What follows belongs to an exercise in optimizing a design on an open flow for small area and a short achievable clock period; a production flow would make more cautious choices.
Only simulation tests tie the RTL to the original design; equivalence was not proved.

==> flow/design.v (excerpt) <==
module izhikevich (clk, a, b, c, d, v, u, i, v_prime, u_prime, fired);
  input clk;
  input [16:0] a, b, c, d, v, u, i;
  output reg [16:0] v_prime, u_prime;
  output reg fired;
  wire n1 = v[0] & v[2];
  wire n2 = v[0] ^ v[2];
  wire n3 = v[1] & v[3];
  wire n4 = v[1] ^ v[3];
  wire n5 = v[2] & v[4];
  wire n6 = v[2] ^ v[4];
  wire n7 = v[3] & v[5];
  wire n8 = v[3] ^ v[5];
  wire n9 = v[4] & v[6];
  wire n10 = v[4] ^ v[6];
  wire n11 = v[5] & v[7];
  wire n12 = v[5] ^ v[7];
  wire n13 = v[6] & v[8];
  wire n14 = v[6] ^ v[8];
  wire n15 = v[7] & v[9];
  wire n16 = v[7] ^ v[9];
  wire n17 = v[8] & v[10];
  wire n18 = v[8] ^ v[10];
  wire n19 = v[9] & v[11];
  wire n20 = v[9] ^ v[11];
  wire n21 = v[10] & v[12];
  wire n22 = v[10] ^ v[12];
  wire n23 = v[11] & v[13];
  wire n24 = v[11] ^ v[13];
  wire n25 = v[12] & v[14];
  wire n26 = v[12] ^ v[14];
  wire n27 = v[13] & v[15];
  wire n28 = v[13] ^ v[15];
  wire n29 = v[1] & v[0];
  wire n30 = n4 & n1;
  wire n31 = n3 | n30;
  wire n32 = n4 & n2;
  wire n33 = n8 & n5;
  wire n34 = n7 | n33;
  wire n35 = n8 & n6;
  wire n36 = n12 & n9;
  wire n37 = n11 | n36;
  wire n38 = n12 & n10;
  wire n39 = n16 & n13;
  wire n40 = n15 | n39;
  wire n41 = n16 & n14;
  wire n42 = n20 & n17;
  wire n43 = n19 | n42;
  wire n44 = n20 & n18;
  wire n45 = n24 & n21;
  wire n46 = n23 | n45;
  ...
For scale: about 35 flip-flops, roughly 160 I/O pins, ~28,000 µm² of cells after synthesis.
clock: 24.0 ns
lec_check: 0
cap_margin: 20
core_margin: 2
core_utilization: 40
slew_margin: 20
standard.sh (not shown) runs the stock make flow with config.mk's settings and CLKGATE_MAP_FILE= SYNTH_SCRIPT=/design/flow/synth_recipe.tcl, a recipe that flattens the netlist after the stock synthesis.
==> flow/flow/run.sh <==
#!/bin/bash
# Standard ORFS layout (the standard.sh, unchanged synthesis), with the
# timing-repair steps aiming for a larger setup slack than the default.
set -euo pipefail
bash standard.sh SETUP_SLACK_MARGIN=12 finish > standard_flow.log 2>&1
Rerun with:
--- a/flow/flow/run.sh
+++ b/flow/flow/run.sh
@@ -5 +5 @@
-bash standard.sh SETUP_SLACK_MARGIN=12 finish > standard_flow.log 2>&1
+bash standard.sh SETUP_SLACK_MARGIN=8 finish > standard_flow.log 2>&1
After rerunning: Wire length goes down by 5.6%. Final cell count goes down by 2.8%. Via count goes down by 2.8%. Maximum frequency goes up by 0.44%.
Rerun with:
==> flow/flow/run.sh (replaced) <==
#!/bin/bash
# Standard ORFS layout through the standard.sh, with two changes:
# no full/half-adder cell extraction in synthesis (ABC maps the adder logic
# to ordinary gates), and timing repair aiming for a larger setup slack.
set -euo pipefail
bash standard.sh ADDER_MAP_FILE= SETUP_SLACK_MARGIN=9.5 finish > standard_flow.log 2>&1
--- a/flow/config.mk
+++ b/flow/config.mk
@@ -7,0 +8 @@
+export ABC_AREA = 1
@@ -10 +11 @@
-export CORE_UTILIZATION = 40
+export CORE_UTILIZATION = 50
The new run finished with timing, DRC and antenna clean.
Global-route usage rises by 11 points.
Synthesized area is higher by about a fifth.
First-iteration DRC count rose by well over a third.
Via count rises by well over a third.
Worst hold slack degrades by 0.0090 ns.
Rerun with:
==> flow/flow/run.sh (replaced) <==
#!/bin/bash
# Standard ORFS layout (the standard.sh, unchanged synthesis), with the
# timing-repair steps aiming for a larger setup slack than the default.
set -euo pipefail
bash standard.sh SETUP_SLACK_MARGIN=10 finish > standard_flow.log 2>&1
--- a/flow/config.mk
+++ b/flow/config.mk
@@ -11 +11 @@
-export CORE_UTILIZATION = 50
+export CORE_UTILIZATION = 40
After rerunning: The new run finished clean; design area decreases by 0.41%; via count decreases by 39%; routed wire length decreases by 26%.
Rerun with:
==> flow/flow/run.sh (replaced) <==
#!/bin/bash
# Standard ORFS layout through the standard.sh, with two changes:
# no full/half-adder cell extraction in synthesis (ABC maps the adder logic
# to ordinary gates), and timing repair aiming for a larger setup slack.
set -euo pipefail
bash standard.sh ADDER_MAP_FILE= SETUP_SLACK_MARGIN=10 finish > standard_flow.log 2>&1
--- a/flow/config.mk
+++ b/flow/config.mk
@@ -11 +11 @@
-export CORE_UTILIZATION = 40
+export CORE_UTILIZATION = 50
Sequential cell count is unchanged.
Routed wire length went up by 35%.
Worst setup slack gets better by 2.2 ns.
Via count rises by 65%.


== main ==
izhikevich, a different RTL version from the one above (not shown whole).
For scale: ~35 flip-flops, ~160 I/O pins, ~34,000 sq um of cells after synthesis.
clock: 24.0 ns
lec_check: 0
abc_area: 1
cap_margin: 20
core_margin: 2
core_utilization: 50
slew_margin: 20
==> flow/flow/run.sh <==
#!/bin/bash
# Standard ORFS layout through the standard.sh, with two changes:
# no full/half-adder cell extraction in synthesis (ABC maps the adder logic
# to ordinary gates), and timing repair aiming for a larger setup slack.
set -euo pipefail
bash standard.sh ADDER_MAP_FILE= SETUP_SLACK_MARGIN=10 finish > standard_flow.log 2>&1
For the feature branch, these inputs were changed with respect to main:
==> flow/flow/run.sh <==
#!/bin/bash
# Standard ORFS layout through the standard.sh, with two changes:
# no full/half-adder cell extraction in synthesis (ABC maps the adder logic
# to ordinary gates), and timing repair aiming for a larger setup slack.
set -euo pipefail
bash standard.sh ADDER_MAP_FILE= SETUP_SLACK_MARGIN=10.5 finish > standard_flow.log 2>&1
==> results.txt <==
The feature branch: total via count after detailed routing 213 above main. On count of multi-input gates, the feature branch and main are basically level. Worst hold slack delta (main -> the feature branch): insignificant.


RTL: one of the versions met above, not the one the previous note started from.
Size in the first run: roughly 7000 cells after synthesis, about 35 flip-flops, roughly 160 I/O pins, roughly 0.034 mm^2 of cells after synthesis.
export LEC_CHECK = 0
export ABC_AREA = 1
export CAP_MARGIN = 20
export CORE_MARGIN = 2
export CORE_UTILIZATION = 40
export SLEW_MARGIN = 20
create_clock -name core_clock -period 24.0 [get_ports {clk}]
==> flow/flow/run.sh <==
#!/bin/bash
# Standard ORFS layout through the standard.sh, with two changes:
# no full/half-adder cell extraction in synthesis (ABC maps the adder logic
# to ordinary gates), and timing repair aiming for a larger setup slack.
set -euo pipefail
bash standard.sh ADDER_MAP_FILE= SETUP_SLACK_MARGIN=10 finish > standard_flow.log 2>&1
The baseline passed the timing, design-rule and antenna checks.
Then changed:
--- a/flow/flow/run.sh
+++ b/flow/flow/run.sh
@@ -4,3 +4,3 @@
 # to ordinary gates), and timing repair aiming for a larger setup slack.
 set -euo pipefail
-bash standard.sh ADDER_MAP_FILE= SETUP_SLACK_MARGIN=10 finish > standard_flow.log 2>&1
+bash standard.sh ADDER_MAP_FILE= SETUP_SLACK_MARGIN=11 finish > standard_flow.log 2>&1
The new run completed with no timing, DRC or antenna violations.
Via count rises by 2.1%.
Global-route usage rises by 0.10 points.
First-iteration DRC count rises by 6.2%.
Hold slack barely changes.
Die area does not change.
Then changed:
==> flow/flow/run.sh (replaced) <==
#!/bin/bash
# Standard ORFS layout (the standard.sh, unchanged synthesis), with the
# timing-repair steps aiming for a larger setup slack than the default.
set -euo pipefail
bash standard.sh SETUP_SLACK_MARGIN=8 finish > standard_flow.log 2>&1
Global-route usage fell by 4.8 points. Routed wire length fell by 33%. Maximum frequency fell by 20%. Count of clock-buffer cells in the layout does not change. Cell count fell by 42%. Non-clock buffer count rose by 29. Via count fell by 43%. Cell area fell by 15%. Flip-flop and latch count does not change. Utilization rose by 1.8 points. Area after synthesis fell by 18%.
Then changed:
==> flow/flow/run.sh (replaced) <==
#!/bin/bash
# Standard ORFS layout (the standard.sh, unchanged synthesis), with the
# timing-repair steps aiming for a larger setup slack than the default.
set -euo pipefail
bash standard.sh SETUP_SLACK_MARGIN=6 finish > standard_flow.log 2>&1
--- a/flow/config.mk
+++ b/flow/config.mk
@@ -6,5 +6,4 @@
 export NUM_CORES = 4
 export LEC_CHECK = 0
-export ABC_AREA = 1
 export CAP_MARGIN = 20
 export CORE_MARGIN = 2
Outcome: Global-route usage came out lower by 0.60 points; final area goes down by a few percent; wire length shrinks by a few percent.
Then changed:
==> flow/flow/run.sh (replaced) <==
#!/bin/bash
# Standard ORFS layout through the standard.sh, with two changes:
# no full/half-adder cell extraction in synthesis (ABC maps the adder logic
# to ordinary gates), and timing repair aiming for a larger setup slack.
set -euo pipefail
bash standard.sh ADDER_MAP_FILE= SETUP_SLACK_MARGIN=10 finish > standard_flow.log 2>&1
--- a/flow/config.mk
+++ b/flow/config.mk
@@ -6,6 +6,7 @@
 export NUM_CORES = 4
 export LEC_CHECK = 0
+export ABC_AREA = 1
 export CAP_MARGIN = 20
 export CORE_MARGIN = 2
-export CORE_UTILIZATION = 40
+export CORE_UTILIZATION = 60
 export SLEW_MARGIN = 20
Effect: Flip-flop and latch count stays the same; worst setup slack improves by 4200 ps; design area grows by 16%; area after synthesis went up by 19%.

[separate check: timing with driven ports]
No port has a modelled driver above. Below, the same layouts with a new extraction and two added sets of constraints.
Step 1, drivers: a clkbuf_16 drives clk and a buf_2 each remaining input, both assumed.
Step 2 adds t to the input delays and takes it off the output delays; t is the mean of the earliest and latest rising clock arrival at the registers after step 1. Input paths then give back, and output paths get back, about the clock's delay inside the block.
Slacks: ideal / step 1 / step 2; pairs: ideal / step 1.
run | t (ns) | setup WS [ns] | hold slack, ns | clock arrival spread, ns
the first run of note 1 | 0.336 | 7.776 / 7.781 / 7.446 | 5.054 / 5.033 / 5.369 | 0.015 / 0.015
the second run of note 1 | 0.337 | 7.848 / 7.850 / 7.513 | 5.055 / 5.033 / 5.370 | 0.010 / 0.010
the third run of note 1 | 0.350 | 10.412 / 10.441 / 10.091 | 5.046 / 5.024 / 5.374 | 0.005 / 0.005
the fourth run of note 1 | 0.317 | 8.673 / 8.619 / 8.302 | 5.040 / 5.024 / 5.341 | 0.006 / 0.006
the fifth run of note 1 | 0.351 | 10.904 / 10.932 / 10.581 | 5.043 / 5.021 / 5.372 | 0.006 / 0.006
main | 0.310 | 10.839 / 10.854 / 10.544 | 5.068 / 5.062 / 5.372 | 0.003 / 0.003
the feature branch | 0.311 | 11.248 / 11.259 / 10.948 | 5.070 / 5.063 / 5.374 | 0.004 / 0.004
the first run of note 3 | 0.362 | 10.750 / 10.780 / 10.418 | 5.050 / 5.030 / 5.392 | 0.010 / 0.010
the second run of note 3 | 0.363 | 11.519 / 11.552 / 11.189 | 5.049 / 5.027 / 5.390 | 0.011 / 0.010
the third run of note 3 | 0.309 | 8.365 / 8.326 / 8.016 | 5.041 / 5.032 / 5.341 | 0.005 / 0.005
the fourth run of note 3 | 0.336 | 6.599 / 6.617 / 6.282 | 5.043 / 5.023 / 5.359 | 0.009 / 0.009
the fifth run of note 3 | 0.350 | 10.786 / 10.814 / 10.464 | 5.043 / 5.025 / 5.375 | 0.004 / 0.004
After both steps setup and hold are still met in every run listed. For the fourth run of note 1, which loses most, drivers alone change the setup slack by -0.054 ns; drivers and shift together by -0.371 ns.
